Context: an optimization exercise on an open-source flow, tuned for small area. The choices shown serve that exercise and are no tape-out recipe.
At most, simulation tests tie the RTL to the original design; equivalence was not proved.
The RTL of run 1 was laid out without a check of its function.

### flow/config.mk
export PLATFORM = sky130hd
export DESIGN_NAME = cordic_oscillator
export DESIGN_NICKNAME = cordic_oscillator
export VERILOG_FILES = /design/flow/design.v
export SDC_FILE = /design/flow/constraint.sdc
export NUM_CORES = 4
export LEC_CHECK = 0
export ABC_AREA = 1
export CAP_MARGIN = 20
export CORE_MARGIN = 2
export CORE_UTILIZATION = 40
export CTS_BUF_LIST = sky130_fd_sc_hd__clkbuf_8
export SLEW_MARGIN = 20
### flow/constraint.sdc
create_clock -name core_clock -period 5.5 [get_ports {clk}]
set_input_delay 1.1000 -clock core_clock [delete_from_list [all_inputs] [get_ports {clk}]]
set_output_delay 1.1000 -clock core_clock [all_outputs]
set_load 0.01 [all_outputs]
### flow/design.v
module cordic_pipelined (
    input  wire        clk,
    input  wire        rst,
    input  wire [19:0] z_in,
    output reg  [15:0] x_out,
    output reg  [15:0] y_out,
    output wire        valid_out
);
    reg signed [16:0] z_1_q1;
    reg signed [14:0] z_3_q2;
    reg signed [12:0] z_5_q3;
    reg signed [10:0] z_7_q4;
    reg signed [8:0] z_10_q5;
    reg signed [5:0] z_13_q6;
    reg [0:0] d_6_q4;
    reg [0:0] d_5_q4;
    reg [0:0] d_4_q3;
    reg [0:0] d_4_q4;
    reg [0:0] d_3_q3;
    reg [0:0] d_3_q4;
    reg [0:0] d_2_q2;
    reg [0:0] d_2_q3;
    reg [0:0] d_2_q4;
    reg [0:0] d_1_q2;
    reg [0:0] d_1_q3;
    reg [0:0] d_1_q4;
    reg [0:0] d_0_q1;
    reg [0:0] d_0_q2;
    reg [0:0] d_0_q3;
    reg [0:0] d_0_q4;
    reg [0:0] d_9_q5;
    reg signed [15:0] x_9_q5;
    reg signed [15:0] y_9_q5;
    reg [0:0] dn_9_q5;
    reg [0:0] d_12_q6;
    reg signed [15:0] x_12_q6;
    reg signed [15:0] y_12_q6;
    reg [0:0] dn_12_q6;
    reg [0:0] d_15_q7;
    reg signed [15:0] x_15_q7;
    reg signed [15:0] y_15_q7;
    reg [0:0] dn_15_q7;
    reg [0:0] negx_q1;
    reg [0:0] negx_q2;
    reg [0:0] negx_q3;
    reg [0:0] negx_q4;
    reg [0:0] negx_q5;
    reg [0:0] negx_q6;
    reg [0:0] negx_q7;
    reg [0:0] negy_q1;
    reg [0:0] negy_q2;
    reg [0:0] negy_q3;
    reg [0:0] negy_q4;
    reg [0:0] negy_q5;
    reg [0:0] negy_q6;
    reg [0:0] negy_q7;
    always @(posedge clk) begin   
        z_1_q1 <= z_1;
        d_0_q1 <= d_0;
        negx_q1 <= negx;
        negy_q1 <= negy;
    end
    always @(posedge clk) begin   
        z_3_q2 <= z_3;
        d_2_q2 <= d_2;
        d_1_q2 <= d_1;
        d_0_q2 <= d_0_q1;
        negx_q2 <= negx_q1;
        negy_q2 <= negy_q1;
    end
    always @(posedge clk) begin   
        z_5_q3 <= z_5;
        d_4_q3 <= d_4;
        d_3_q3 <= d_3;
        d_2_q3 <= d_2_q2;
        d_1_q3 <= d_1_q2;
        d_0_q3 <= d_0_q2;
        negx_q3 <= negx_q2;
        negy_q3 <= negy_q2;
    end
    always @(posedge clk) begin   
        z_7_q4 <= z_7;
        d_6_q4 <= d_6;
        d_5_q4 <= d_5;
        d_4_q4 <= d_4_q3;
        d_3_q4 <= d_3_q3;
        d_2_q4 <= d_2_q3;
        d_1_q4 <= d_1_q3;
        d_0_q4 <= d_0_q3;
        negx_q4 <= negx_q3;
        negy_q4 <= negy_q3;
    end
    always @(posedge clk) begin   
        z_10_q5 <= z_10;
        d_9_q5 <= d_9;
        x_9_q5 <= x_9;
        y_9_q5 <= y_9;
        dn_9_q5 <= dn_9;
        negx_q5 <= negx_q4;
        negy_q5 <= negy_q4;
    end
    always @(posedge clk) begin   
        z_13_q6 <= z_13;
        d_12_q6 <= d_12;
        x_12_q6 <= x_12;
        y_12_q6 <= y_12;
        dn_12_q6 <= dn_12;
        negx_q6 <= negx_q5;
        negy_q6 <= negy_q5;
    end
    always @(posedge clk) begin   
        d_15_q7 <= d_15;
        x_15_q7 <= x_15;
        y_15_q7 <= y_15;
        dn_15_q7 <= dn_15;
        negx_q7 <= negx_q6;
        negy_q7 <= negy_q6;
    end
    wire signed [19:0] z = z_in;
    wire w_dn = z > 20'sd205887;             
    wire w_up = z <= -20'sd205887;           
    wire ge0   = w_dn ? z >= 20'sd411774 : w_up ? z >= -20'sd411774 : z >= 20'sd0;
    wire lepi2 = w_dn ? z <= 20'sd514717 : w_up ? z <= -20'sd308831 : z <= 20'sd102943;
    wire gempi2 = w_dn ? z >= 20'sd308831 : w_up ? z >= -20'sd514717 : z >= -20'sd102943;
    wire [1:0] qf = !ge0 ? (gempi2 ? 2'b11 : 2'b10) : (lepi2 ? 2'b00 : 2'b01);
    wire negz = qf != 2'b00;
    reg [16:0] c1;
    always @* begin
        case ({w_dn, w_up, qf})
            4'b0000: c1 = 17'h136f1;
            4'b0001: c1 = 17'h05b30;
            4'b0010: c1 = 17'h1a4d0;
            4'b0011: c1 = 17'h136f1;
            4'b1000: c1 = 17'h0ee73;
            4'b1001: c1 = 17'h0a3ae;
            4'b1010: c1 = 17'h1ed4e;
            4'b1011: c1 = 17'h17f6f;
            4'b0100: c1 = 17'h17f6f;
            4'b0101: c1 = 17'h012b2;
            4'b0110: c1 = 17'h15c52;
            4'b0111: c1 = 17'h0ee73;
            default: c1 = 17'h00000;
        endcase
    end
    wire d_0 = qf == 2'b10;
    wire negx = qf == 2'b01 || qf == 2'b10;
    wire negy = qf == 2'b11;
    wire [16:0] zn = z[16:0] ^ {17{negz}};
    wire [16:0] zn1 = {16'd0, negz};
    wire signed [16:0] z_1 = zn + c1 + zn1;
    wire [0:0] d_1 = z_1_q1[16];
    wire signed [15:0] z_2 = z_1_q1 + (d_1 ? 16'sd30385 : -16'sd30385);
    wire [0:0] d_2 = z_2[15];
    wire signed [14:0] z_3 = z_2 + (d_2 ? 15'sd16054 : -15'sd16054);
    wire [0:0] d_3 = z_3_q2[14];
    wire signed [13:0] z_4 = z_3_q2 + (d_3 ? 14'sd8149 : -14'sd8149);
    wire [0:0] d_4 = z_4[13];
    wire signed [12:0] z_5 = z_4 + (d_4 ? 13'sd4090 : -13'sd4090);
    wire [0:0] d_5 = z_5_q3[12];
    wire signed [11:0] z_6 = z_5_q3 + (d_5 ? 12'sd2047 : -12'sd2047);
    wire [0:0] d_6 = z_6[11];
    wire signed [10:0] z_7 = z_6 + (d_6 ? 11'sd1023 : -11'sd1023);
    wire [0:0] d_7 = z_7_q4[10];
    wire signed [10:0] z_8 = z_7_q4 + (d_7 ? 11'sd511 : -11'sd511);
    wire [0:0] d_8 = z_8[10];
    wire signed [9:0] z_9 = z_8 + (d_8 ? 10'sd255 : -10'sd255);
    wire [0:0] d_9 = z_9[9];
    wire signed [8:0] z_10 = z_9 + (d_9 ? 9'sd127 : -9'sd127);
    wire [0:0] d_10 = z_10_q5[8];
    wire signed [7:0] z_11 = z_10_q5 + (d_10 ? 8'sd63 : -8'sd63);
    wire [0:0] d_11 = z_11[7];
    wire signed [6:0] z_12 = z_11 + (d_11 ? 7'sd31 : -7'sd31);
    wire [0:0] d_12 = z_12[6];
    wire signed [5:0] z_13 = z_12 + (d_12 ? 6'sd15 : -6'sd15);
    wire [0:0] d_13 = z_13_q6[5];
    wire signed [4:0] z_14 = z_13_q6 + (d_13 ? 5'sd7 : -5'sd7);
    wire [0:0] d_14 = z_14[4];
    wire signed [4:0] z_15 = z_14 + (d_14 ? 5'sd3 : -5'sd3);
    wire [0:0] d_15 = z_15[4];
    function [31:0] xy_table(input [6:0] d);
        case (d)
            7'd0: xy_table = {16'hf604, 16'h3f33};
            7'd1: xy_table = {16'h3f38, 16'h09fe};
            7'd2: xy_table = {16'h2c94, 16'h2dec};
            7'd3: xy_table = {16'h2dee, 16'hd36c};
            7'd4: xy_table = {16'h14ed, 16'h3c79};
            7'd5: xy_table = {16'h3c7d, 16'heb12};
            7'd6: xy_table = {16'h3cf0, 16'h138a};
            7'd7: xy_table = {16'h138c, 16'hc310};
            7'd8: xy_table = {16'h05e1, 16'h3fb8};
            7'd9: xy_table = {16'h3fbc, 16'hfa1f};
            7'd10: xy_table = {16'h3682, 16'h2189};
            7'd11: xy_table = {16'h218b, 16'hc97e};
            7'd12: xy_table = {16'h232c, 16'h3575};
            7'd13: xy_table = {16'h3578, 16'hdcd2};
            7'd14: xy_table = {16'h3fe0, 16'h03f3};
            7'd15: xy_table = {16'h03f3, 16'hc020};
            7'd16: xy_table = {16'hfdf7, 16'h3ff4};
            7'd17: xy_table = {16'h3ff8, 16'h020b};
            7'd18: xy_table = {16'h31f2, 16'h2803};
            7'd19: xy_table = {16'h2805, 16'hce0e};
            7'd20: xy_table = {16'h1c4c, 16'h3966};
            7'd21: xy_table = {16'h3968, 16'he3b3};
            7'd22: xy_table = {16'h3ee6, 16'h0bcf};
            7'd23: xy_table = {16'h0bcf, 16'hc11a};
            7'd24: xy_table = {16'h0dc3, 16'h3e7e};
            7'd25: xy_table = {16'h3e80, 16'hf23d};
            7'd26: xy_table = {16'h3a42, 16'h1a7d};
            7'd27: xy_table = {16'h1a7f, 16'hc5be};
            7'd28: xy_table = {16'h298d, 16'h30ad};
            7'd29: xy_table = {16'h30ad, 16'hd673};
            7'd30: xy_table = {16'h3fde, 16'hfbf8};
            7'd31: xy_table = {16'hfbf6, 16'hc022};
            7'd32: xy_table = {16'hf9fa, 16'h3fb4};
            7'd33: xy_table = {16'h3fb8, 16'h0608};
            7'd34: xy_table = {16'h2f5b, 16'h2b0d};
            7'd35: xy_table = {16'h2b0d, 16'hd0a5};
            7'd36: xy_table = {16'h18a9, 16'h3b0e};
            7'd37: xy_table = {16'h3b10, 16'he756};
            7'd38: xy_table = {16'h3e0a, 16'h0fb5};
            7'd39: xy_table = {16'h0fb5, 16'hc1f6};
            7'd40: xy_table = {16'h09d7, 16'h3f3c};
            7'd41: xy_table = {16'h3f3e, 16'hf629};
            7'd42: xy_table = {16'h387e, 16'h1e12};
            7'd43: xy_table = {16'h1e12, 16'hc782};
            7'd44: xy_table = {16'h266f, 16'h332a};
            7'd45: xy_table = {16'h332a, 16'hd98f};
            7'd46: xy_table = {16'h3ffe, 16'hfff5};
            7'd47: xy_table = {16'hfff3, 16'hc002};
            7'd48: xy_table = {16'h01f5, 16'h3ff6};
            7'd49: xy_table = {16'h3ff8, 16'hfe0d};
            7'd50: xy_table = {16'h3457, 16'h24d2};
            7'd51: xy_table = {16'h24d2, 16'hcba9};
            7'd52: xy_table = {16'h1fd1, 16'h3786};
            7'd53: xy_table = {16'h3786, 16'he02e};
            7'd54: xy_table = {16'h3f82, 16'h07dd};
            7'd55: xy_table = {16'h07db, 16'hc07e};
            7'd56: xy_table = {16'h11a2, 16'h3d84};
            7'd57: xy_table = {16'h3d84, 16'hee5e};
            7'd58: xy_table = {16'h3bcb, 16'h16cd};
            7'd59: xy_table = {16'h16cd, 16'hc435};
            7'd60: xy_table = {16'h2c82, 16'h2dfc};
            7'd61: xy_table = {16'h2dfa, 16'hd37e};
            7'd62: xy_table = {16'h3f7b, 16'hf7fe};
            7'd63: xy_table = {16'hf7fa, 16'hc084};
            7'd64: xy_table = {16'hf7fe, 16'h3f7b};
            7'd65: xy_table = {16'h3f80, 16'h0804};
            7'd66: xy_table = {16'h2dfc, 16'h2c82};
            7'd67: xy_table = {16'h2c82, 16'hd204};
            7'd68: xy_table = {16'h16cd, 16'h3bcb};
            7'd69: xy_table = {16'h3bcd, 16'he932};
            7'd70: xy_table = {16'h3d84, 16'h11a2};
            7'd71: xy_table = {16'h11a2, 16'hc27c};
            7'd72: xy_table = {16'h07dd, 16'h3f82};
            7'd73: xy_table = {16'h3f84, 16'hf823};
            7'd74: xy_table = {16'h3786, 16'h1fd1};
            7'd75: xy_table = {16'h1fd1, 16'hc87a};
            7'd76: xy_table = {16'h24d2, 16'h3457};
            7'd77: xy_table = {16'h3456, 16'hdb2c};
            7'd78: xy_table = {16'h3ff6, 16'h01f5};
            7'd79: xy_table = {16'h01f3, 16'hc00a};
            7'd80: xy_table = {16'hfff5, 16'h3ffe};
            7'd81: xy_table = {16'h4000, 16'h000d};
            7'd82: xy_table = {16'h332a, 16'h266f};
            7'd83: xy_table = {16'h266f, 16'hccd6};
            7'd84: xy_table = {16'h1e12, 16'h387e};
            7'd85: xy_table = {16'h387e, 16'he1ed};
            7'd86: xy_table = {16'h3f3c, 16'h09d7};
            7'd87: xy_table = {16'h09d5, 16'hc0c4};
            7'd88: xy_table = {16'h0fb5, 16'h3e0a};
            7'd89: xy_table = {16'h3e0a, 16'hf04b};
            7'd90: xy_table = {16'h3b0e, 16'h18a9};
            7'd91: xy_table = {16'h18a9, 16'hc4f2};
            7'd92: xy_table = {16'h2b0d, 16'h2f5b};
            7'd93: xy_table = {16'h2f59, 16'hd4f3};
            7'd94: xy_table = {16'h3fb4, 16'hf9fa};
            7'd95: xy_table = {16'hf9f6, 16'hc04c};
            7'd96: xy_table = {16'hfbf8, 16'h3fde};
            7'd97: xy_table = {16'h3fe0, 16'h040a};
            7'd98: xy_table = {16'h30ad, 16'h298d};
            7'd99: xy_table = {16'h298b, 16'hcf53};
            7'd100: xy_table = {16'h1a7d, 16'h3a42};
            7'd101: xy_table = {16'h3a42, 16'he582};
            7'd102: xy_table = {16'h3e7e, 16'h0dc3};
            7'd103: xy_table = {16'h0dc1, 16'hc182};
            7'd104: xy_table = {16'h0bcf, 16'h3ee6};
            7'd105: xy_table = {16'h3ee6, 16'hf431};
            7'd106: xy_table = {16'h3966, 16'h1c4c};
            7'd107: xy_table = {16'h1c4a, 16'hc69a};
            7'd108: xy_table = {16'h2803, 16'h31f2};
            7'd109: xy_table = {16'h31f0, 16'hd7fb};
            7'd110: xy_table = {16'h3ff4, 16'hfdf7};
            7'd111: xy_table = {16'hfdf3, 16'hc00c};
            7'd112: xy_table = {16'h03f3, 16'h3fe0};
            7'd113: xy_table = {16'h3fe0, 16'hfc0f};
            7'd114: xy_table = {16'h3575, 16'h232c};
            7'd115: xy_table = {16'h232a, 16'hca8b};
            7'd116: xy_table = {16'h2189, 16'h3682};
            7'd117: xy_table = {16'h3680, 16'hde76};
            7'd118: xy_table = {16'h3fb8, 16'h05e1};
            7'd119: xy_table = {16'h05dd, 16'hc048};
            7'd120: xy_table = {16'h138a, 16'h3cf0};
            7'd121: xy_table = {16'h3cee, 16'hec76};
            7'd122: xy_table = {16'h3c79, 16'h14ed};
            7'd123: xy_table = {16'h14eb, 16'hc387};
            7'd124: xy_table = {16'h2dec, 16'h2c94};
            7'd125: xy_table = {16'h2c90, 16'hd214};
            7'd126: xy_table = {16'h3f33, 16'hf604};
            7'd127: xy_table = {16'hf5fe, 16'hc0ce};
        endcase
    endfunction
    wire [31:0] tab = xy_table({d_6_q4, d_5_q4, d_4_q4, d_3_q4, d_2_q4, d_1_q4, d_0_q4});
    wire signed [15:0] x_7 = tab[31:16];
    wire signed [15:0] y_7 = tab[15:0];
    wire signed [15:0] mx_7 = {16{~d_7}}, my_7 = {16{d_7}};
    wire signed [15:0] xo_7 = (y_7 >>> 7) ^ mx_7;
    wire signed [15:0] yo_7 = (x_7 >>> 7) ^ my_7;
    wire signed [15:0] cx_7 = {15'd0, ~d_7}, cy_7 = {15'd0, d_7};
    wire signed [15:0] x_8 = x_7 + xo_7 + cx_7;
    wire signed [15:0] y_8 = y_7 + yo_7 + cy_7;
    wire signed [7:0] xh4 = x_8[15:8];
    wire signed [7:0] yh4 = y_8[15:8];
    wire signed [9:0] rxe_8 = {2'd0, x_8[7:0]};
    wire signed [9:0] rye_8 = {2'd0, y_8[7:0]};
    wire dn_8 = ~d_8;
    wire signed [9:0] mx_8 = {10{dn_8}}, my_8 = {10{d_8}};
    wire signed [9:0] ox_8 = yh4 >>> 0, oy_8 = xh4 >>> 0;
    wire signed [9:0] cx_8 = {9'd0, dn_8}, cy_8 = {9'd0, d_8};
    wire signed [9:0] rx_9 = rxe_8 + (ox_8 ^ mx_8) + cx_8;
    wire signed [9:0] ry_9 = rye_8 + (oy_8 ^ my_8) + cy_8;
    wire signed [7:0] xh_p4 = xh4 + 8'sd1, xh_m4 = xh4 - 8'sd1;
    wire signed [7:0] xs_9 = rx_9[9] ? xh_m4 : rx_9[8] ? xh_p4 : xh4;
    wire signed [7:0] yh_p4 = yh4 + 8'sd1, yh_m4 = yh4 - 8'sd1;
    wire signed [7:0] ys_9 = ry_9[9] ? yh_m4 : ry_9[8] ? yh_p4 : yh4;
    wire signed [15:0] x_9 = {xs_9, rx_9[7:0]};
    wire signed [15:0] y_9 = {ys_9, ry_9[7:0]};
    wire signed [9:0] xh5 = x_9_q5[15:6];
    wire signed [9:0] yh5 = y_9_q5[15:6];
    wire signed [7:0] rxe_9 = {2'd0, x_9_q5[5:0]};
    wire signed [7:0] rye_9 = {2'd0, y_9_q5[5:0]};
    wire dn_9 = ~d_9;
    wire signed [7:0] mx_9 = {8{dn_9_q5}}, my_9 = {8{d_9_q5}};
    wire signed [7:0] ox_9 = yh5 >>> 3, oy_9 = xh5 >>> 3;
    wire signed [7:0] cx_9 = {7'd0, dn_9_q5}, cy_9 = {7'd0, d_9_q5};
    wire signed [7:0] rx_10 = rxe_9 + (ox_9 ^ mx_9) + cx_9;
    wire signed [7:0] ry_10 = rye_9 + (oy_9 ^ my_9) + cy_9;
    wire signed [9:0] xh_p5 = xh5 + 10'sd1, xh_m5 = xh5 - 10'sd1;
    wire signed [9:0] xs_10 = rx_10[7] ? xh_m5 : rx_10[6] ? xh_p5 : xh5;
    wire signed [9:0] yh_p5 = yh5 + 10'sd1, yh_m5 = yh5 - 10'sd1;
    wire signed [9:0] ys_10 = ry_10[7] ? yh_m5 : ry_10[6] ? yh_p5 : yh5;
    wire dn_10 = ~d_10;
    wire signed [7:0] mx_10 = {8{dn_10}}, my_10 = {8{d_10}};
    wire signed [7:0] ox_10 = ys_10 >>> 4, oy_10 = xs_10 >>> 4;
    wire signed [7:0] cx_10 = {7'd0, dn_10}, cy_10 = {7'd0, d_10};
    wire signed [7:0] rx_11 = rx_10 + (ox_10 ^ mx_10) + cx_10;
    wire signed [7:0] ry_11 = ry_10 + (oy_10 ^ my_10) + cy_10;
    wire signed [9:0] xs_11 = rx_11[7] ? xh_m5 : rx_11[6] ? xh_p5 : xh5;
    wire signed [9:0] ys_11 = ry_11[7] ? yh_m5 : ry_11[6] ? yh_p5 : yh5;
    wire dn_11 = ~d_11;
    wire signed [7:0] mx_11 = {8{dn_11}}, my_11 = {8{d_11}};
    wire signed [7:0] ox_11 = ys_11 >>> 5, oy_11 = xs_11 >>> 5;
    wire signed [7:0] cx_11 = {7'd0, dn_11}, cy_11 = {7'd0, d_11};
    wire signed [7:0] rx_12 = rx_11 + (ox_11 ^ mx_11) + cx_11;
    wire signed [7:0] ry_12 = ry_11 + (oy_11 ^ my_11) + cy_11;
    wire signed [9:0] xs_12 = rx_12[7] ? xh_m5 : rx_12[6] ? xh_p5 : xh5;
    wire signed [9:0] ys_12 = ry_12[7] ? yh_m5 : ry_12[6] ? yh_p5 : yh5;
    wire signed [15:0] x_12 = {xs_12, rx_12[5:0]};
    wire signed [15:0] y_12 = {ys_12, ry_12[5:0]};
    wire signed [11:0] xh6 = x_12_q6[15:4];
    wire signed [11:0] yh6 = y_12_q6[15:4];
    wire signed [5:0] rxe_12 = {2'd0, x_12_q6[3:0]};
    wire signed [5:0] rye_12 = {2'd0, y_12_q6[3:0]};
    wire dn_12 = ~d_12;
    wire signed [5:0] mx_12 = {6{dn_12_q6}}, my_12 = {6{d_12_q6}};
    wire signed [5:0] ox_12 = yh6 >>> 8, oy_12 = xh6 >>> 8;
    wire signed [5:0] cx_12 = {5'd0, dn_12_q6}, cy_12 = {5'd0, d_12_q6};
    wire signed [5:0] rx_13 = rxe_12 + (ox_12 ^ mx_12) + cx_12;
    wire signed [5:0] ry_13 = rye_12 + (oy_12 ^ my_12) + cy_12;
    wire signed [11:0] xh_p6 = xh6 + 12'sd1, xh_m6 = xh6 - 12'sd1;
    wire signed [11:0] xs_13 = rx_13[5] ? xh_m6 : rx_13[4] ? xh_p6 : xh6;
    wire signed [11:0] yh_p6 = yh6 + 12'sd1, yh_m6 = yh6 - 12'sd1;
    wire signed [11:0] ys_13 = ry_13[5] ? yh_m6 : ry_13[4] ? yh_p6 : yh6;
    wire dn_13 = ~d_13;
    wire signed [5:0] mx_13 = {6{dn_13}}, my_13 = {6{d_13}};
    wire signed [5:0] ox_13 = ys_13 >>> 9, oy_13 = xs_13 >>> 9;
    wire signed [5:0] cx_13 = {5'd0, dn_13}, cy_13 = {5'd0, d_13};
    wire signed [5:0] rx_14 = rx_13 + (ox_13 ^ mx_13) + cx_13;
    wire signed [5:0] ry_14 = ry_13 + (oy_13 ^ my_13) + cy_13;
    wire signed [11:0] xs_14 = rx_14[5] ? xh_m6 : rx_14[4] ? xh_p6 : xh6;
    wire signed [11:0] ys_14 = ry_14[5] ? yh_m6 : ry_14[4] ? yh_p6 : yh6;
    wire dn_14 = ~d_14;
    wire signed [5:0] mx_14 = {6{dn_14}}, my_14 = {6{d_14}};
    wire signed [5:0] ox_14 = ys_14 >>> 10, oy_14 = xs_14 >>> 10;
    wire signed [5:0] cx_14 = {5'd0, dn_14}, cy_14 = {5'd0, d_14};
    wire signed [5:0] rx_15 = rx_14 + (ox_14 ^ mx_14) + cx_14;
    wire signed [5:0] ry_15 = ry_14 + (oy_14 ^ my_14) + cy_14;
    wire signed [11:0] xs_15 = rx_15[5] ? xh_m6 : rx_15[4] ? xh_p6 : xh6;
    wire signed [11:0] ys_15 = ry_15[5] ? yh_m6 : ry_15[4] ? yh_p6 : yh6;
    wire signed [15:0] x_15 = {xs_15, rx_15[3:0]};
    wire signed [15:0] y_15 = {ys_15, ry_15[3:0]};
    wire signed [14:0] xh7 = x_15_q7[15:1];
    wire signed [14:0] yh7 = y_15_q7[15:1];
    wire signed [2:0] rxe_15 = {2'd0, x_15_q7[0:0]};
    wire signed [2:0] rye_15 = {2'd0, y_15_q7[0:0]};
    wire dn_15 = ~d_15;
    wire signed [2:0] mx_15 = {3{dn_15_q7}}, my_15 = {3{d_15_q7}};
    wire signed [2:0] ox_15 = yh7 >>> 14, oy_15 = xh7 >>> 14;
    wire signed [2:0] cx_15 = {2'd0, dn_15_q7}, cy_15 = {2'd0, d_15_q7};
    wire signed [2:0] rx_16 = rxe_15 + (ox_15 ^ mx_15) + cx_15;
    wire signed [2:0] ry_16 = rye_15 + (oy_15 ^ my_15) + cy_15;
    wire signed [14:0] xh_p7 = xh7 + 15'sd1, xh_m7 = xh7 - 15'sd1;
    wire signed [14:0] xs_16 = rx_16[2] ? xh_m7 : rx_16[1] ? xh_p7 : xh7;
    wire signed [14:0] yh_p7 = yh7 + 15'sd1, yh_m7 = yh7 - 15'sd1;
    wire signed [14:0] ys_16 = ry_16[2] ? yh_m7 : ry_16[1] ? yh_p7 : yh7;
    wire signed [15:0] x_16 = {xs_16, rx_16[0:0]};
    wire signed [15:0] y_16 = {ys_16, ry_16[0:0]};
    always @(posedge clk) begin
        x_out <= negx_q7 ? -x_16 : x_16;
        y_out <= negy_q7 ? -y_16 : y_16;
    end
    reg [3:0] vcnt;
    always @(posedge clk)
        if (rst) vcnt <= 0;
        else if (vcnt != 8) vcnt <= vcnt + 1'b1;
    assign valid_out = vcnt == 8;
endmodule
module add_rca #(parameter W = 16) (
    input  wire [W-1:0] a,
    input  wire [W-1:0] b,
    input  wire         ci,
    output wire [W-1:0] s
);
    wire [W:0] c;
    assign c[0] = ci;
    genvar i;
    generate
        for (i = 0; i < W; i = i + 1) begin : bit_
            assign s[i]   = a[i] ^ b[i] ^ c[i];
            assign c[i+1] = (a[i] & b[i]) | (c[i] & (a[i] ^ b[i]));
        end
    endgenerate
endmodule
module add_csel #(parameter W = 16, parameter LO = 8) (
    input  wire [W-1:0] a,
    input  wire [W-1:0] b,
    input  wire         ci,
    output wire [W-1:0] s
);
    wire [LO:0] c;
    assign c[0] = ci;
    wire [W-1:LO] h0, h1;
    wire [W:LO] c0, c1;
    assign c0[LO] = 1'b0;
    assign c1[LO] = 1'b1;
    genvar i;
    generate
        for (i = 0; i < LO; i = i + 1) begin : lo_
            assign s[i]   = a[i] ^ b[i] ^ c[i];
            assign c[i+1] = (a[i] & b[i]) | (c[i] & (a[i] ^ b[i]));
        end
        for (i = LO; i < W; i = i + 1) begin : hi_
            assign h0[i]   = a[i] ^ b[i] ^ c0[i];
            assign c0[i+1] = (a[i] & b[i]) | (c0[i] & (a[i] ^ b[i]));
            assign h1[i]   = a[i] ^ b[i] ^ c1[i];
            assign c1[i+1] = (a[i] & b[i]) | (c1[i] & (a[i] ^ b[i]));
        end
    endgenerate
    assign s[W-1:LO] = c[LO] ? h1 : h0;
endmodule
module add_cla2 #(parameter W = 16) (
    input  wire [W-1:0] a,
    input  wire [W-1:0] b,
    input  wire         ci,
    output wire [W-1:0] s
);
    wire [W-1:0] g = a & b;
    wire [W-1:0] p = a ^ b;
    wire [W:0] c;
    assign c[0] = ci;
    genvar i;
    generate
        for (i = 0; i < W; i = i + 1) begin : bit_
            if (i % 2 == 0)
                assign c[i+1] = g[i] | (p[i] & c[i]);
            else
                assign c[i+1] = g[i] | (p[i] & g[i-1]) | (p[i] & p[i-1] & c[i-1]);
        end
    endgenerate
    assign s = p ^ c[W-1:0];
endmodule
module cordic_oscillator (
    input  wire               clk,
    input  wire               rst,
    input  wire               ce,
    input  wire signed [31:0] tuning_word,
    output wire signed [15:0] sin_out,
    output wire signed [15:0] cos_out,
    output wire               valid_out
);
    localparam [31:0] TWO_PI = 32'h6487ED51;
    reg  [31:0] phase_acc;
    wire [31:0] n  = phase_acc + tuning_word;
    wire [31:0] n1 = phase_acc + tuning_word - TWO_PI;
    wire [31:0] n2 = phase_acc + tuning_word + TWO_PI;
    always @(posedge clk) begin
        if (rst)
            phase_acc <= 32'd0;
        else if (ce)
            phase_acc <= (!n[31] && !n1[31]) ? n1 : n[31] ? n2 : n;
    end
    cordic_pipelined core (
        .clk(clk), .rst(rst), .z_in(phase_acc[31:12]),
        .x_out(cos_out), .y_out(sin_out), .valid_out(valid_out));
endmodule
### flow/run.sh
#!/bin/bash
# synth_recipe.tcl (not shown) runs the flow's synth.tcl, then flattens the netlist and writes it again
# the make line also repeats each setting of config.mk as NAME=value (left out here)
make -C /OpenROAD-flow-scripts/flow DESIGN_CONFIG=/design/flow/config.mk WORK_HOME=/design/flow/orfs CLKGATE_MAP_FILE= SYNTH_SCRIPT=/design/flow/synth_recipe.tcl finish
==> flow_metrics.py, run 1 <==
metrics = {
    "clocking": {
        "worstSkewPairLatency_ns": 0.72,
        "cts_hold_buffers": 0,
        "cts_max_path_buffers": 3,
        "path_clk_slew_ns": 0.07,
        "cts.root.buffer_cell": "sky130_fd_sc_hd__clkbuf_8",
        "tritoncts.num_buffers": 56,
        "max_h_tree_level": 2,
        "clock_sinks": 295,
        "cts_tree": "yes",
    },
    "place": {
        "post_place_setup_slack_ns": -0.378,
        "buffers_added_on_ports": 67,
        "post-dp-hpwl_um": 86100,
        "place_congestion": 1.03,
    },
    "global_routing": {
        "largest_net_degree_at_the_start_of_global_routing": 65,
        "grtUsageTotal_pct": 25.9,
        "first_pass_grt_wire_length_um": 171000,
        "grt_pass1_vias": 32100,
        "antenna_found_initial": 3,
        "grt_overflow": 0,
    },
    "die": {
        "floorplan.initialDensity_pct": 40.4,
        "design.die.area_mm2": 0.0822,
        "die_width_um": 287,
        "placementRows": 103,
        "io_pins": 68,
        "chipHeight_um": 287,
        "design.core.area_mm2": 0.0790,
    },
    "logic_synthesis": {
        "number_of_warning_messages_in_the_yosys_log": 2,
        "yosysTopAreaCellShare_pct": 18.5,
        "yosys.cell_types.count": 73,
        "yosys_most_used_dff": "sky130_fd_sc_hd__dfxtp_1",
        "yosys_register_bits": 295,
        "post_synthesis_cells": 4930,
        "synth_seq_area_share_pct": 18.5,
        "syn-mean-instance-area_um2": 6.48,
        "share_of_synthesized_flip_flops_with_an_asynchronous_set_or_reset_pct": 0,
        "synth_largest_area_cell": "sky130_fd_sc_hd__dfxtp_1",
        "synth_nets": 5286,
        "leading_cell_types_by_total_area_after_synthesis": "sky130_fd_sc_hd__dfxtp_1 18%, sky130_fd_sc_hd__nand2_1 13%, sky130_fd_sc_hd__ha_1 12%",
        "synth-edff-count": 0,
        "synth.cell_area_mm2": 0.0320,
    },
    "finish": {
        "final.fill_count": 8095,
        "multiInputGateArea_mm2": 0.0239,
        "synthToLayoutAreaGrowth_pct": 19.6,
        "layout-drive-gt1-share_pct": 13.9,
        "postLayoutCoreUtil_pct": 48.4,
        "nNetsFinal": 5602,
        "regArea_mm2": 0.00594,
    },
    "setup_path": {
        "setup.worst_path.class": "reg -> reg",
        "crit_path_most_repeated_cell": "sky130_fd_sc_hd__o21ai_2",
        "critical_path.max_stage_delay_ns": 0.39,
        "rrSetupSlack_ns": 0.10,
        "timing.critical_path.arrival_ns": 6.06,
        "worst_setup_path_end_kind": "flip-flop",
        "critical_path.slowest_cell": "sky130_fd_sc_hd__dfxtp_4",
        "required_ns": 6.16,
        "critPathMaxFanout": 8,
        "start_kind": "flip-flop",
    },
    "sta": {
        "maxSlewViolCount": 0,
        "final_min_period_over_clock_period_pct": 98.1,
        "fmaxAchievable_mhz": 185,
        "setup_viol": 0,
        "finalHoldViolations": 0,
        "clock-skew-final_ns": 0.0727,
        "worstMarginPinSlew_ns": 0.914,
        "timing.setup.tns_ns": 0,
        "post-route-min-period_ns": 5.40,
        "worst_slew_margin_rel_pct": 38.9,
        "grt_setup_unrepaired": "true",
        "final_critical_path_setup_slack_ns": 0.104,
    },
    "route": {
        "drt_drc_violations_left": 0,
        "finalWirelength_um": 110000,
        "detail_route.first_pass.iterations": 6,
        "route.detailed.vias_per_inst": 5.30,
        "wire_per_inst_um": 17.3,
        "vias": 33600,
        "detail_route.iter0.violations": 2592,
        "drt.antenna.violating_nets": 0,
    },
    "flow_run": {
        "timing.max_cap.violations": 0,
    },
    "outcome": {
        "run_status": "finished clean",
    },
    "min_path": {
        "hold_path_class": "reg -> reg",
    },
}
cell type report:
type,instances,area share [%]
antenna,2,0.0131
clock buffer,67,2.41
clock inverter,35,1.20
inverter,660,6.49
multi-input combinational,3845,62.6
sequential,295,15.5
tap,1050,3.44
timing repair buffer,388,8.31
path summary, 6_finish.rpt:
check / start / endpoint / cells after the start
min reg2reg: core.negy_q3$_DFF_P_ / core.negy_q4$_DFF_P_ / 0
min: core.negy_q3$_DFF_P_ / core.negy_q4$_DFF_P_ / 0
max reg2reg: core.d_9_q5$_DFF_P_ / core.y_12_q6[9]$_DFF_P_ / 39
max: core.d_9_q5$_DFF_P_ / core.y_12_q6[9]$_DFF_P_ / 39
metal layers:
layer / track usage [%] / vias to the layer above / routed length (um)
met5: 0 / - / 13
met4: 10.9 / 2 / 5040
met3: 4.44 / 302 / 7380
met2: 42.5 / 1090 / 49300
met1: 33.3 / 15300 / 48000
li1: - / 16900 / -
layout by cell type (no fill, tap or decap), types with 22 or more instances in the layout:
cell type                         count
sky130_fd_sc_hd__o21ai_2             29
sky130_fd_sc_hd__o21ai_1             42
sky130_fd_sc_hd__a21oi_2             25
sky130_fd_sc_hd__o211ai_1            39
sky130_fd_sc_hd__o221ai_1            31
sky130_fd_sc_hd__a211oi_1            22
sky130_fd_sc_hd__inv_1              616
sky130_fd_sc_hd__inv_2               41
sky130_fd_sc_hd__dfxtp_1            280
sky130_fd_sc_hd__a31oi_1             37
sky130_fd_sc_hd__clkdlybuf4s50_1     67
sky130_fd_sc_hd__nand2_2             67
sky130_fd_sc_hd__xnor2_1            101
sky130_fd_sc_hd__nand3_1            358
sky130_fd_sc_hd__ha_1               276
sky130_fd_sc_hd__xor2_1             344
sky130_fd_sc_hd__buf_4              305
sky130_fd_sc_hd__clkbuf_8            67
sky130_fd_sc_hd__a21o_1              24
sky130_fd_sc_hd__a21oi_1            277
sky130_fd_sc_hd__nand2_1           1065
sky130_fd_sc_hd__o22ai_1             24
sky130_fd_sc_hd__nand4_1             50
sky130_fd_sc_hd__nor2_1             399
sky130_fd_sc_hd__o21ai_0            266
sky130_fd_sc_hd__nor3_1              76
kinds of logic (layout without fill, tap and decap cells):
| logic type | after synthesis | after routing | share of synthesized area (%) |
|---|---|---|---|
| fa+ha+maj | 321 | 321 | 13.2 |
| simple gates | 2119 | 2123 | 28.4 |
| mux | 7 | 7 | 0.219 |
| flops | 295 | 295 | 18.5 |
| xor+xnor | 468 | 468 | 13.0 |
| buf+inv | 794 | 1150 | 9.76 |
| compound gates | 926 | 926 | 17.0 |
| other cells | 0 | 2 | 0 |
metrics by stage:
stage / cells / instance area, um2 / hold WS (ns)
finish: 6342 / 38200 / 0.306
CTS: 6302 / 36900 / 0.290
global placement: 6198 / 35500 / 0.311
floorplan: 4930 / 32000 / 0.310
detailed placement: 6198 / 35500 / 0.312
global route: 6341 / 38200 / 0.303
sequential cells by signal, summed over array words and instances, names as in the netlist, 4 cells and up:
signal / flops
core.y_15_q7: 16
core.x_out: 16
core.y_9_q5: 16
core.z_3_q2: 15
phase_acc: 32
core.tab: 31
core.y_out: 16
core.x_15_q7: 16
core.z_7_q4: 11
core.z_1_q1: 17
core.x_9_q5: 16
core.vcnt: 4
core.z_5_q3: 13
core.x_12_q6: 16
core.z_10_q5: 9
core.y_12_q6: 16
core.z_13_q6: 6
synthesized netlist by cell type, types with 39 or more instances:
library cell	instances
sky130_fd_sc_hd__xnor2_1	104
sky130_fd_sc_hd__nand3_1	368
sky130_fd_sc_hd__o211ai_1	39
sky130_fd_sc_hd__nand2_2	42
sky130_fd_sc_hd__a31oi_1	39
sky130_fd_sc_hd__nand4_1	50
sky130_fd_sc_hd__nor2_1	402
sky130_fd_sc_hd__dfxtp_1	295
sky130_fd_sc_hd__inv_1	619
sky130_fd_sc_hd__clkbuf_1	75
sky130_fd_sc_hd__ha_1	296
sky130_fd_sc_hd__nand2_1	1102
sky130_fd_sc_hd__nor3_1	78
sky130_fd_sc_hd__xor2_1	356
sky130_fd_sc_hd__o21ai_0	303
sky130_fd_sc_hd__a21oi_1	302
repair_timing:
action | 4_1_cts | 5_1_grt
resized for setup | 17 | 251
gates cloned | 0 | 8
setup endpoints to repair | 35 | 57
pin swaps | 2 | 95
setup buffers | 2 | 31
worst max-delay path, delay by kind of cell, from the launching register on:
kind	cells	cell delay, ns
simple gates	14	1.56
fa+ha+maj	3	0.99
buf+inv	5	0.41
xor+xnor	4	0.62
mux	1	0.10
flops	1	0.39
compound gates	12	1.34
==> run 2: changes to the inputs <==
--- a/flow/design.v
+++ b/flow/design.v
@@ -10,8 +10,8 @@
     reg signed [14:0] z_3_q2;
     reg signed [12:0] z_5_q3;
     reg signed [10:0] z_7_q4;
-    reg signed [8:0] z_10_q5;
-    reg signed [5:0] z_13_q6;
+    reg signed [9:0] z_9_q5;
+    reg signed [6:0] z_12_q6;
     reg [0:0] d_6_q4;
     reg [0:0] d_5_q4;
     reg [0:0] d_4_q3;
@@ -28,17 +28,17 @@
     reg [0:0] d_0_q2;
     reg [0:0] d_0_q3;
     reg [0:0] d_0_q4;
-    reg [0:0] d_9_q5;
     reg signed [15:0] x_9_q5;
     reg signed [15:0] y_9_q5;
-    reg [0:0] dn_9_q5;
-    reg [0:0] d_12_q6;
-    reg signed [15:0] x_12_q6;
-    reg signed [15:0] y_12_q6;
-    reg [0:0] dn_12_q6;
+    reg [0:0] d_11_q6;
+    reg signed [15:0] x_11_q6;
+    reg signed [15:0] y_11_q6;
+    reg [0:0] dn_11_q6;
+    reg [0:0] d_14_q7;
+    reg signed [15:0] x_14_q7;
+    reg signed [15:0] y_14_q7;
+    reg [0:0] dn_14_q7;
     reg [0:0] d_15_q7;
-    reg signed [15:0] x_15_q7;
-    reg signed [15:0] y_15_q7;
     reg [0:0] dn_15_q7;
     reg [0:0] negx_q1;
     reg [0:0] negx_q2;
@@ -91,27 +91,27 @@
         negy_q4 <= negy_q3;
     end
     always @(posedge clk) begin   
-        z_10_q5 <= z_10;
-        d_9_q5 <= d_9;
+        z_9_q5 <= z_9;
         x_9_q5 <= x_9;
         y_9_q5 <= y_9;
-        dn_9_q5 <= dn_9;
         negx_q5 <= negx_q4;
         negy_q5 <= negy_q4;
     end
     always @(posedge clk) begin   
-        z_13_q6 <= z_13;
-        d_12_q6 <= d_12;
-        x_12_q6 <= x_12;
-        y_12_q6 <= y_12;
-        dn_12_q6 <= dn_12;
+        z_12_q6 <= z_12;
+        d_11_q6 <= d_11;
+        x_11_q6 <= x_11;
+        y_11_q6 <= y_11;
+        dn_11_q6 <= dn_11;
         negx_q6 <= negx_q5;
         negy_q6 <= negy_q5;
     end
     always @(posedge clk) begin   
+        d_14_q7 <= d_14;
+        x_14_q7 <= x_14;
+        y_14_q7 <= y_14;
+        dn_14_q7 <= dn_14;
         d_15_q7 <= d_15;
-        x_15_q7 <= x_15;
-        y_15_q7 <= y_15;
         dn_15_q7 <= dn_15;
         negx_q7 <= negx_q6;
         negy_q7 <= negy_q6;
@@ -164,16 +164,16 @@
     wire signed [10:0] z_8 = z_7_q4 + (d_7 ? 11'sd511 : -11'sd511);
     wire [0:0] d_8 = z_8[10];
     wire signed [9:0] z_9 = z_8 + (d_8 ? 10'sd255 : -10'sd255);
-    wire [0:0] d_9 = z_9[9];
-    wire signed [8:0] z_10 = z_9 + (d_9 ? 9'sd127 : -9'sd127);
-    wire [0:0] d_10 = z_10_q5[8];
-    wire signed [7:0] z_11 = z_10_q5 + (d_10 ? 8'sd63 : -8'sd63);
+    wire [0:0] d_9 = z_9_q5[9];
+    wire signed [8:0] z_10 = z_9_q5 + (d_9 ? 9'sd127 : -9'sd127);
+    wire [0:0] d_10 = z_10[8];
+    wire signed [7:0] z_11 = z_10 + (d_10 ? 8'sd63 : -8'sd63);
     wire [0:0] d_11 = z_11[7];
     wire signed [6:0] z_12 = z_11 + (d_11 ? 7'sd31 : -7'sd31);
-    wire [0:0] d_12 = z_12[6];
-    wire signed [5:0] z_13 = z_12 + (d_12 ? 6'sd15 : -6'sd15);
-    wire [0:0] d_13 = z_13_q6[5];
-    wire signed [4:0] z_14 = z_13_q6 + (d_13 ? 5'sd7 : -5'sd7);
+    wire [0:0] d_12 = z_12_q6[6];
+    wire signed [5:0] z_13 = z_12_q6 + (d_12 ? 6'sd15 : -6'sd15);
+    wire [0:0] d_13 = z_13[5];
+    wire signed [4:0] z_14 = z_13 + (d_13 ? 5'sd7 : -5'sd7);
     wire [0:0] d_14 = z_14[4];
     wire signed [4:0] z_15 = z_14 + (d_14 ? 5'sd3 : -5'sd3);
     wire [0:0] d_15 = z_15[4];
@@ -339,9 +339,9 @@
     wire signed [7:0] rxe_9 = {2'd0, x_9_q5[5:0]};
     wire signed [7:0] rye_9 = {2'd0, y_9_q5[5:0]};
     wire dn_9 = ~d_9;
-    wire signed [7:0] mx_9 = {8{dn_9_q5}}, my_9 = {8{d_9_q5}};
+    wire signed [7:0] mx_9 = {8{dn_9}}, my_9 = {8{d_9}};
     wire signed [7:0] ox_9 = yh5 >>> 3, oy_9 = xh5 >>> 3;
-    wire signed [7:0] cx_9 = {7'd0, dn_9_q5}, cy_9 = {7'd0, d_9_q5};
+    wire signed [7:0] cx_9 = {7'd0, dn_9}, cy_9 = {7'd0, d_9};
     wire signed [7:0] rx_10 = rxe_9 + (ox_9 ^ mx_9) + cx_9;
     wire signed [7:0] ry_10 = rye_9 + (oy_9 ^ my_9) + cy_9;
     wire signed [9:0] xh_p5 = xh5 + 10'sd1, xh_m5 = xh5 - 10'sd1;
@@ -356,64 +356,64 @@
     wire signed [7:0] ry_11 = ry_10 + (oy_10 ^ my_10) + cy_10;
     wire signed [9:0] xs_11 = rx_11[7] ? xh_m5 : rx_11[6] ? xh_p5 : xh5;
     wire signed [9:0] ys_11 = ry_11[7] ? yh_m5 : ry_11[6] ? yh_p5 : yh5;
+    wire signed [15:0] x_11 = {xs_11, rx_11[5:0]};
+    wire signed [15:0] y_11 = {ys_11, ry_11[5:0]};
+    wire signed [10:0] xh6 = x_11_q6[15:5];
+    wire signed [10:0] yh6 = y_11_q6[15:5];
+    wire signed [6:0] rxe_11 = {2'd0, x_11_q6[4:0]};
+    wire signed [6:0] rye_11 = {2'd0, y_11_q6[4:0]};
     wire dn_11 = ~d_11;
-    wire signed [7:0] mx_11 = {8{dn_11}}, my_11 = {8{d_11}};
-    wire signed [7:0] ox_11 = ys_11 >>> 5, oy_11 = xs_11 >>> 5;
-    wire signed [7:0] cx_11 = {7'd0, dn_11}, cy_11 = {7'd0, d_11};
-    wire signed [7:0] rx_12 = rx_11 + (ox_11 ^ mx_11) + cx_11;
-    wire signed [7:0] ry_12 = ry_11 + (oy_11 ^ my_11) + cy_11;
-    wire signed [9:0] xs_12 = rx_12[7] ? xh_m5 : rx_12[6] ? xh_p5 : xh5;
-    wire signed [9:0] ys_12 = ry_12[7] ? yh_m5 : ry_12[6] ? yh_p5 : yh5;
-    wire signed [15:0] x_12 = {xs_12, rx_12[5:0]};
-    wire signed [15:0] y_12 = {ys_12, ry_12[5:0]};
-    wire signed [11:0] xh6 = x_12_q6[15:4];
-    wire signed [11:0] yh6 = y_12_q6[15:4];
-    wire signed [5:0] rxe_12 = {2'd0, x_12_q6[3:0]};
-    wire signed [5:0] rye_12 = {2'd0, y_12_q6[3:0]};
+    wire signed [6:0] mx_11 = {7{dn_11_q6}}, my_11 = {7{d_11_q6}};
+    wire signed [6:0] ox_11 = yh6 >>> 6, oy_11 = xh6 >>> 6;
+    wire signed [6:0] cx_11 = {6'd0, dn_11_q6}, cy_11 = {6'd0, d_11_q6};
+    wire signed [6:0] rx_12 = rxe_11 + (ox_11 ^ mx_11) + cx_11;
+    wire signed [6:0] ry_12 = rye_11 + (oy_11 ^ my_11) + cy_11;
+    wire signed [10:0] xh_p6 = xh6 + 11'sd1, xh_m6 = xh6 - 11'sd1;
+    wire signed [10:0] xs_12 = rx_12[6] ? xh_m6 : rx_12[5] ? xh_p6 : xh6;
+    wire signed [10:0] yh_p6 = yh6 + 11'sd1, yh_m6 = yh6 - 11'sd1;
+    wire signed [10:0] ys_12 = ry_12[6] ? yh_m6 : ry_12[5] ? yh_p6 : yh6;
     wire dn_12 = ~d_12;
-    wire signed [5:0] mx_12 = {6{dn_12_q6}}, my_12 = {6{d_12_q6}};
-    wire signed [5:0] ox_12 = yh6 >>> 8, oy_12 = xh6 >>> 8;
-    wire signed [5:0] cx_12 = {5'd0, dn_12_q6}, cy_12 = {5'd0, d_12_q6};
-    wire signed [5:0] rx_13 = rxe_12 + (ox_12 ^ mx_12) + cx_12;
-    wire signed [5:0] ry_13 = rye_12 + (oy_12 ^ my_12) + cy_12;
-    wire signed [11:0] xh_p6 = xh6 + 12'sd1, xh_m6 = xh6 - 12'sd1;
-    wire signed [11:0] xs_13 = rx_13[5] ? xh_m6 : rx_13[4] ? xh_p6 : xh6;
-    wire signed [11:0] yh_p6 = yh6 + 12'sd1, yh_m6 = yh6 - 12'sd1;
-    wire signed [11:0] ys_13 = ry_13[5] ? yh_m6 : ry_13[4] ? yh_p6 : yh6;
+    wire signed [6:0] mx_12 = {7{dn_12}}, my_12 = {7{d_12}};
+    wire signed [6:0] ox_12 = ys_12 >>> 7, oy_12 = xs_12 >>> 7;
+    wire signed [6:0] cx_12 = {6'd0, dn_12}, cy_12 = {6'd0, d_12};
+    wire signed [6:0] rx_13 = rx_12 + (ox_12 ^ mx_12) + cx_12;
+    wire signed [6:0] ry_13 = ry_12 + (oy_12 ^ my_12) + cy_12;
+    wire signed [10:0] xs_13 = rx_13[6] ? xh_m6 : rx_13[5] ? xh_p6 : xh6;
+    wire signed [10:0] ys_13 = ry_13[6] ? yh_m6 : ry_13[5] ? yh_p6 : yh6;
     wire dn_13 = ~d_13;
-    wire signed [5:0] mx_13 = {6{dn_13}}, my_13 = {6{d_13}};
-    wire signed [5:0] ox_13 = ys_13 >>> 9, oy_13 = xs_13 >>> 9;
-    wire signed [5:0] cx_13 = {5'd0, dn_13}, cy_13 = {5'd0, d_13};
-    wire signed [5:0] rx_14 = rx_13 + (ox_13 ^ mx_13) + cx_13;
-    wire signed [5:0] ry_14 = ry_13 + (oy_13 ^ my_13) + cy_13;
-    wire signed [11:0] xs_14 = rx_14[5] ? xh_m6 : rx_14[4] ? xh_p6 : xh6;
-    wire signed [11:0] ys_14 = ry_14[5] ? yh_m6 : ry_14[4] ? yh_p6 : yh6;
+    wire signed [6:0] mx_13 = {7{dn_13}}, my_13 = {7{d_13}};
+    wire signed [6:0] ox_13 = ys_13 >>> 8, oy_13 = xs_13 >>> 8;
+    wire signed [6:0] cx_13 = {6'd0, dn_13}, cy_13 = {6'd0, d_13};
+    wire signed [6:0] rx_14 = rx_13 + (ox_13 ^ mx_13) + cx_13;
+    wire signed [6:0] ry_14 = ry_13 + (oy_13 ^ my_13) + cy_13;
+    wire signed [10:0] xs_14 = rx_14[6] ? xh_m6 : rx_14[5] ? xh_p6 : xh6;
+    wire signed [10:0] ys_14 = ry_14[6] ? yh_m6 : ry_14[5] ? yh_p6 : yh6;
+    wire signed [15:0] x_14 = {xs_14, rx_14[4:0]};
+    wire signed [15:0] y_14 = {ys_14, ry_14[4:0]};
+    wire signed [13:0] xh7 = x_14_q7[15:2];
+    wire signed [13:0] yh7 = y_14_q7[15:2];
+    wire signed [3:0] rxe_14 = {2'd0, x_14_q7[1:0]};
+    wire signed [3:0] rye_14 = {2'd0, y_14_q7[1:0]};
     wire dn_14 = ~d_14;
-    wire signed [5:0] mx_14 = {6{dn_14}}, my_14 = {6{d_14}};
-    wire signed [5:0] ox_14 = ys_14 >>> 10, oy_14 = xs_14 >>> 10;
-    wire signed [5:0] cx_14 = {5'd0, dn_14}, cy_14 = {5'd0, d_14};
-    wire signed [5:0] rx_15 = rx_14 + (ox_14 ^ mx_14) + cx_14;
-    wire signed [5:0] ry_15 = ry_14 + (oy_14 ^ my_14) + cy_14;
-    wire signed [11:0] xs_15 = rx_15[5] ? xh_m6 : rx_15[4] ? xh_p6 : xh6;
-    wire signed [11:0] ys_15 = ry_15[5] ? yh_m6 : ry_15[4] ? yh_p6 : yh6;
-    wire signed [15:0] x_15 = {xs_15, rx_15[3:0]};
-    wire signed [15:0] y_15 = {ys_15, ry_15[3:0]};
-    wire signed [14:0] xh7 = x_15_q7[15:1];
-    wire signed [14:0] yh7 = y_15_q7[15:1];
-    wire signed [2:0] rxe_15 = {2'd0, x_15_q7[0:0]};
-    wire signed [2:0] rye_15 = {2'd0, y_15_q7[0:0]};
+    wire signed [3:0] mx_14 = {4{dn_14_q7}}, my_14 = {4{d_14_q7}};
+    wire signed [3:0] ox_14 = yh7 >>> 12, oy_14 = xh7 >>> 12;
+    wire signed [3:0] cx_14 = {3'd0, dn_14_q7}, cy_14 = {3'd0, d_14_q7};
+    wire signed [3:0] rx_15 = rxe_14 + (ox_14 ^ mx_14) + cx_14;
+    wire signed [3:0] ry_15 = rye_14 + (oy_14 ^ my_14) + cy_14;
+    wire signed [13:0] xh_p7 = xh7 + 14'sd1, xh_m7 = xh7 - 14'sd1;
+    wire signed [13:0] xs_15 = rx_15[3] ? xh_m7 : rx_15[2] ? xh_p7 : xh7;
+    wire signed [13:0] yh_p7 = yh7 + 14'sd1, yh_m7 = yh7 - 14'sd1;
+    wire signed [13:0] ys_15 = ry_15[3] ? yh_m7 : ry_15[2] ? yh_p7 : yh7;
     wire dn_15 = ~d_15;
-    wire signed [2:0] mx_15 = {3{dn_15_q7}}, my_15 = {3{d_15_q7}};
-    wire signed [2:0] ox_15 = yh7 >>> 14, oy_15 = xh7 >>> 14;
-    wire signed [2:0] cx_15 = {2'd0, dn_15_q7}, cy_15 = {2'd0, d_15_q7};
-    wire signed [2:0] rx_16 = rxe_15 + (ox_15 ^ mx_15) + cx_15;
-    wire signed [2:0] ry_16 = rye_15 + (oy_15 ^ my_15) + cy_15;
-    wire signed [14:0] xh_p7 = xh7 + 15'sd1, xh_m7 = xh7 - 15'sd1;
-    wire signed [14:0] xs_16 = rx_16[2] ? xh_m7 : rx_16[1] ? xh_p7 : xh7;
-    wire signed [14:0] yh_p7 = yh7 + 15'sd1, yh_m7 = yh7 - 15'sd1;
-    wire signed [14:0] ys_16 = ry_16[2] ? yh_m7 : ry_16[1] ? yh_p7 : yh7;
-    wire signed [15:0] x_16 = {xs_16, rx_16[0:0]};
-    wire signed [15:0] y_16 = {ys_16, ry_16[0:0]};
+    wire signed [3:0] mx_15 = {4{dn_15_q7}}, my_15 = {4{d_15_q7}};
+    wire signed [3:0] ox_15 = ys_15 >>> 13, oy_15 = xs_15 >>> 13;
+    wire signed [3:0] cx_15 = {3'd0, dn_15_q7}, cy_15 = {3'd0, d_15_q7};
+    wire signed [3:0] rx_16 = rx_15 + (ox_15 ^ mx_15) + cx_15;
+    wire signed [3:0] ry_16 = ry_15 + (oy_15 ^ my_15) + cy_15;
+    wire signed [13:0] xs_16 = rx_16[3] ? xh_m7 : rx_16[2] ? xh_p7 : xh7;
+    wire signed [13:0] ys_16 = ry_16[3] ? yh_m7 : ry_16[2] ? yh_p7 : yh7;
+    wire signed [15:0] x_16 = {xs_16, rx_16[1:0]};
+    wire signed [15:0] y_16 = {ys_16, ry_16[1:0]};
     always @(posedge clk) begin
         x_out <= negx_q7 ? -x_16 : x_16;
         y_out <= negy_q7 ? -y_16 : y_16;
--- a/flow/config.mk
+++ b/flow/config.mk
@@ -10,4 +10,6 @@
 export CORE_MARGIN = 2
 export CORE_UTILIZATION = 40
 export CTS_BUF_LIST = sky130_fd_sc_hd__clkbuf_8
+export CTS_CLUSTER_DIAMETER = 60
+export CTS_CLUSTER_SIZE = 16
 export SLEW_MARGIN = 20
==> flow_metrics.py, run 2 <==
metrics = {
    "route": {
        "drt.antenna.violating_nets": 0,
        "finalWirelength_um": 95000,
        "route.detailed.vias_per_inst": 5.24,
        "detail_route.iter0.violations": 2501,
        "drt_drc_violations_left": 0,
        "vias": 31700,
        "wire_per_inst_um": 15.7,
        "detail_route.first_pass.iterations": 8,
    },
    "sta": {
        "final_min_period_over_clock_period_pct": 95.5,
        "post-route-min-period_ns": 5.25,
        "clock-skew-final_ns": 0.0432,
        "timing.setup.tns_ns": 0,
        "setup_viol": 0,
        "fmaxAchievable_mhz": 190,
        "grt_setup_unrepaired": "true",
        "worstMarginPinSlew_ns": 1.17,
        "finalHoldViolations": 0,
        "worst_slew_margin_rel_pct": 21.4,
        "maxSlewViolCount": 0,
        "holdWs_ns": 0.332,
    },
    "die": {
        "floorplan.initialDensity_pct": 40.3,
        "chipHeight_um": 286,
        "design.die.area_mm2": 0.0817,
        "die_width_um": 286,
        "placementRows": 103,
        "io_pins": 68,
        "design.core.area_mm2": 0.0787,
    },
    "logic_synthesis": {
        "synthXorXnorAreaFrac_pct": 14.3,
        "number_of_warning_messages_in_the_yosys_log": 2,
        "yosys_register_bits": 297,
        "post_synthesis_cells": 4813,
        "yosys_most_used_dff": "sky130_fd_sc_hd__dfxtp_1",
        "synth_top_family_by_area": "simple AND/OR/NAND/NOR gates",
        "synth_largest_area_cell": "sky130_fd_sc_hd__dfxtp_1",
        "synth.cell_area_mm2": 0.0318,
        "leading_cell_types_by_total_area_after_synthesis": "sky130_fd_sc_hd__dfxtp_1 19%, sky130_fd_sc_hd__nand2_1 12%, sky130_fd_sc_hd__ha_1 12%",
        "synth-compound-area-share_pct": 17.1,
        "synth_mux_area_share_pct": 0.256,
        "yosys.cell_types.count": 72,
        "synth_nets": 5172,
        "synth_seq_area_share_pct": 18.7,
        "synth_commonest_cells": "1001 x sky130_fd_sc_hd__nand2_1, 637 x sky130_fd_sc_hd__inv_1, 381 x sky130_fd_sc_hd__nor2_1, 368 x sky130_fd_sc_hd__xor2_1, 327 x sky130_fd_sc_hd__nand3_1",
        "synth_simple_gate_area_share_pct": 26.2,
        "share_of_synthesized_flip_flops_with_an_asynchronous_set_or_reset_pct": 0,
        "synth-edff-count": 0,
        "syn-mean-instance-area_um2": 6.60,
        "synth_most_common_cell": "sky130_fd_sc_hd__nand2_1",
        "synth_fa_ha_area_share_pct": 13.4,
        "yosysTopAreaCellShare_pct": 18.7,
    },
    "clocking": {
        "worstSkewPairLatency_ns": 0.63,
        "path_clk_slew_ns": 0.09,
        "tritoncts.num_buffers": 37,
        "cts_hold_buffers": 0,
        "max_h_tree_level": 2,
        "cts.root.buffer_cell": "sky130_fd_sc_hd__clkbuf_8",
        "cts_max_path_buffers": 3,
        "cts_tree": "yes",
        "clock_sinks": 297,
    },
    "finish": {
        "postLayoutCoreUtil_pct": 45.8,
        "largest_reg_flops": 32,
        "final.fill_count": 8200,
        "regMostFlops": "phase_acc",
        "synthToLayoutAreaGrowth_pct": 13.6,
        "layout.cells.most_common_list": "980 x sky130_fd_sc_hd__nand2_1, 636 x sky130_fd_sc_hd__inv_1, 380 x sky130_fd_sc_hd__nor2_1, 366 x sky130_fd_sc_hd__xor2_1, 317 x sky130_fd_sc_hd__nand3_1",
        "layout-drive-gt1-share_pct": 9.45,
        "final_design_area_no_fill_mm2": 0.0361,
        "nNetsFinal": 5338,
        "mostFrequentLayoutCell": "sky130_fd_sc_hd__nand2_1",
    },
    "place": {
        "post-dp-hpwl_um": 74900,
        "place_congestion": 1.04,
        "detailed_place.area_mm2": 0.0344,
        "buffers_added_on_ports": 67,
    },
    "setup_path": {
        "worst_setup_path_end_kind": "flip-flop",
        "critical_path.max_stage_delay_ns": 0.40,
        "start_kind": "flip-flop",
        "required_ns": 6.02,
        "critPathMaxFanout": 11,
        "timing.critical_path.arrival_ns": 5.78,
        "setup.worst_path.class": "reg -> reg",
        "reg2reg_depth": 34,
        "critical_path.slowest_cell": "sky130_fd_sc_hd__dfxtp_4",
    },
    "global_routing": {
        "antenna_found_initial": 2,
        "grtUsageTotal_pct": 22.7,
        "groute.layer.met3.usage_pct": 3.37,
        "globalRoute.busiestLayer": "met2",
        "largest_net_degree_at_the_start_of_global_routing": 75,
        "grt_pass1_vias": 30100,
        "grt_use_met1_pct": 29.8,
        "first_pass_grt_wire_length_um": 153000,
        "grt_util_met2_pct": 36.8,
        "grt_overflow": 0,
    },
    "flow_run": {
        "timing.max_cap.violations": 0,
    },
    "outcome": {
        "run_status": "finished clean",
    },
    "min_path": {
        "hold_path_class": "reg -> reg",
        "hold-path-cell-count": 0,
    },
}
-- run 2: layout make-up --
class                   instances  area (um2)  share of cell area [%]
repair buffers                262        2230                    6.19
diodes                          3        7.51                  0.0208
repair inverters                1        7.51                  0.0208
flip-flops and latches        297        5960                    16.5
clock buffers                  40         551                    1.53
clock inverters                27         299                   0.829
inverters                     666        2510                    6.96
multi-input cells            3714       23200                    64.3
well taps                    1050        1310                    3.64
-- run 2: cells by family after synthesis --
group                    Yosys count
adder cells (fa/ha/maj)          324
XOR/XNOR                         504
AO/OA/AOI/OAI                    930
multiplexers                       8
flip-flops                       297
buffers and inverters            806
AND/OR/NAND/NOR                 1944
-- run 2: worst paths after layout --
check / slack, ns / from / endpoint
setup reg to reg: 0.25 / core.dn_11_q6$_DFF_P_ / core.x_14_q7[9]$_DFF_P_
setup / recovery: 0.25 / core.dn_11_q6$_DFF_P_ / core.x_14_q7[9]$_DFF_P_
hold reg to reg: 0.33 / core.negx_q4$_DFF_P_ / core.negx_q5$_DFF_P_
hold / removal: 0.33 / core.negx_q4$_DFF_P_ / core.negx_q5$_DFF_P_
-- run 2: critical path: cells and delay by family, from the launching register on --
kind                       cells  cell delay, ns
adders and majority gates      3            0.92
and+or+nand+nor               15            1.51
AOI/OAI and AO/OA              9            1.21
DFF                            1            0.40
xor gates and xnor gates       4            0.81
buffers and inverters          3            0.31
-- run 2: metal layers --
metal  wire length, um  share of wire, %  up-vias
met2             41800                44     1025
li1                  -                 -    16200
met3              6170               6.5      272
met5                 0                 0        -
met1             42700                45    14200
met4              4230               4.5        0
-- run 2: timing repair --
| action | 4_1_cts | 5_1_grt |
|---|---|---|
| buffers inserted | 0 | 20 |
| pin swaps | 0 | 43 |
| endpoints found under the setup margin | 12 | 53 |
| cloned | 0 | 7 |
| resized for setup | 9 | 123 |
-- run 2: through the flow --
stage	setup WS, ns	cells
global route	-0.0862	6059
detailed placement	-0.296	5963
global placement	-0.141	5963
finish	0.248	6060
floorplan	0.219	4813
CTS	0.00652	6030
==> run 3: changes to the inputs <==
--- a/flow/config.mk
+++ b/flow/config.mk
@@ -10,6 +10,5 @@
 export CORE_MARGIN = 2
 export CORE_UTILIZATION = 40
 export CTS_BUF_LIST = sky130_fd_sc_hd__clkbuf_8
-export CTS_CLUSTER_DIAMETER = 60
-export CTS_CLUSTER_SIZE = 16
+export GPL_TIMING_DRIVEN = 0
 export SLEW_MARGIN = 20
==> flow_metrics.py, run 3 <==
metrics = {
    "sta": {
        "fmaxAchievable_mhz": 185,
        "post-route-min-period_ns": 5.40,
        "grt_setup_unrepaired": "true",
        "holdWs_ns": 0.325,
        "clock-skew-final_ns": 0.0833,
        "setup_viol": 0,
        "final_min_period_over_clock_period_pct": 98.1,
        "final_critical_path_setup_slack_ns": 0.103,
    },
    "route": {
        "detail_route.iter0.violations": 2542,
        "wire_per_inst_um": 18.2,
        "route.detailed.vias_per_inst": 5.36,
        "vias": 32600,
    },
    "finish": {
        "regMostFlops": "phase_acc",
        "stdcell_count": 6093,
        "layout.cells.most_common_list": "976 x sky130_fd_sc_hd__nand2_1, 642 x sky130_fd_sc_hd__inv_1, 375 x sky130_fd_sc_hd__nor2_1, 350 x sky130_fd_sc_hd__xor2_1, 311 x sky130_fd_sc_hd__nand3_1",
        "largest_reg_flops": 32,
    },
    "die": {
        "placementRows": 103,
        "die_width_um": 286,
        "io_pins": 68,
        "chipHeight_um": 286,
    },
    "clocking": {
        "cts.root.buffer_cell": "sky130_fd_sc_hd__clkbuf_8",
        "clock_sinks": 297,
        "cts_max_path_buffers": 3,
    },
    "logic_synthesis": {
        "synth.cell_area_mm2": 0.0318,
        "share_of_synthesized_flip_flops_with_an_asynchronous_set_or_reset_pct": 0,
        "synth_commonest_cells": "1001 x sky130_fd_sc_hd__nand2_1, 637 x sky130_fd_sc_hd__inv_1, 381 x sky130_fd_sc_hd__nor2_1, 368 x sky130_fd_sc_hd__xor2_1, 327 x sky130_fd_sc_hd__nand3_1",
        "yosys.cell_types.count": 72,
        "synth-edff-count": 0,
        "yosysTopAreaCellShare_pct": 18.7,
        "syn-mean-instance-area_um2": 6.60,
        "post_synthesis_cells": 4813,
        "synth_largest_area_cell": "sky130_fd_sc_hd__dfxtp_1",
        "synth_nets": 5172,
    },
    "global_routing": {
        "first_pass_grt_wire_length_um": 170000,
        "grt_pass1_vias": 30500,
        "largest_net_degree_at_the_start_of_global_routing": 19,
        "antenna_found_initial": 6,
    },
    "place": {
        "post-dp-hpwl_um": 86400,
        "buffers_added_on_ports": 65,
    },
    "min_path": {
        "hold_path_end": "core.d_2_q3$_DFF_P_",
    },
    "flow_run": {
        "timing.max_cap.violations": 0,
    },
    "setup_path": {
        "critical_path.max_stage_delay_ns": 0.39,
        "worst_setup_path_end_kind": "flip-flop",
        "critical_path.slowest_cell": "sky130_fd_sc_hd__dfxtp_4",
        "reg2reg_from": "core.dn_11_q6$_DFF_P_",
        "required_ns": 6.04,
    },
    "outcome": {
        "run_status": "finished clean",
    },
}
[run 3: cell counts after synthesis]
Identical to the previous run, type by type.
[run 3: layer usage]
layer / vias up / track usage (%) / routed length, um
li1: 16200 / - / -
met1: 15000 / 35.0 / 49400
met2: 1135 / 41.1 / 48400
met3: 296 / 5.69 / 8760
met4: 2 / 10.4 / 4550
met5: - / 0 / 11
[run 3: what timing repair did]
action,CTS,global route
endpoints found under the setup margin,88,101
resized for setup,48,209
cloned,0,4
setup buffers,13,44
pin swaps,10,65
[run 3: worst reg2reg max path, delay by kind of cell, from the launching register on]
family | cells | cell delay [ns]
flip-flops | 1 | 0.39
XOR/XNOR | 4 | 0.84
buffers and inverters | 2 | 0.25
adder cells (fa/ha/maj) | 3 | 1.03
AND/OR/NAND/NOR | 15 | 1.60
AO/OA/AOI/OAI | 8 | 1.22
[run 3: worst max path at each step]
stage	slack, ns	endpoint
2_1_floorplan	0.22	core.z_3_q2[14]$_DFF_P_
3_3_place_gp	-1.20	phase_acc[7]$_SDFFE_PP0P_
3_5_place_dp	-1.18	phase_acc[7]$_SDFFE_PP0P_
4_1_cts	-0.1	core.x_14_q7[12]$_DFF_P_
5_1_grt	-0.29	core.z_3_q2[14]$_DFF_P_
6_report	0.10	core.x_14_q7[11]$_DFF_P_
[run 3: cell type report]
class / count / area, um2
Fill cell: 8270 / 42300
Multi-Input combinational cell: 3710 / 23400
Inverter: 666 / 2510
Sequential cell: 297 / 5970
Buffer: 138 / 762
Clock buffer: 72 / 991
Clock inverter: 29 / 254
Tap cell: 1050 / 1310
Antenna cell: 3 / 7.51
Timing Repair Buffer: 128 / 1160
[run 3: through the flow]
stage	setup TNS (ns)	utilization, %
after floorplan	0	-
after global placement	-58.54	42.8
after detailed placement	-58.58	42.9
after CTS	-0.495	44.8
after global routing	-4.13	46.2
final	0	46.2
[run 3: cell families after synthesis]
logic type	count (synthesis)	share of synthesized area (%)
compound gates	930	17.1
xor+xnor	504	14.3
fa+ha+maj	324	13.4
buf+inv	806	10.0
flops	297	18.7
mux	8	0.256
simple gates	1944	26.2

port drivers added, routing unchanged:
How much do the figures lean on ideal ports? The routed layouts below were timed once more, with nothing changed but the port constraints.
Step 1 assumes that a clkbuf_16 drives the clock port and a buf_2 every other input.
Step 2, shift: input delay + t, output delay - t, t = (earliest + latest rising clock arrival at the registers) / 2. This alone moves slack from input paths to output paths.
Slacks: ideal ports / drivers / drivers and shift; pairs: ideal ports / drivers.
| run | t (ns) | setup slack, ns | worst setup path at the end | worst data-port slew with drivers (ns) | pins driven straight from the clock port |
|---|---|---|---|---|---|
| run 1 | 0.739 | 0.104 / 0.104 / 0.010 | input to register | 0.06 | 1 |
| run 2 | 0.666 | 0.248 / 0.248 / -0.194 | input to register | 0.07 | 1 |
| run 3 | 0.709 | 0.103 / 0.103 / -0.420 | input to register | 0.07 | 1 |
Met with ideal ports but missed after step 2: setup timing in run 2 and run 3. The setup slack of run 3, which loses most, moves by 0.000 ns with the drivers and by -0.523 ns with both steps.
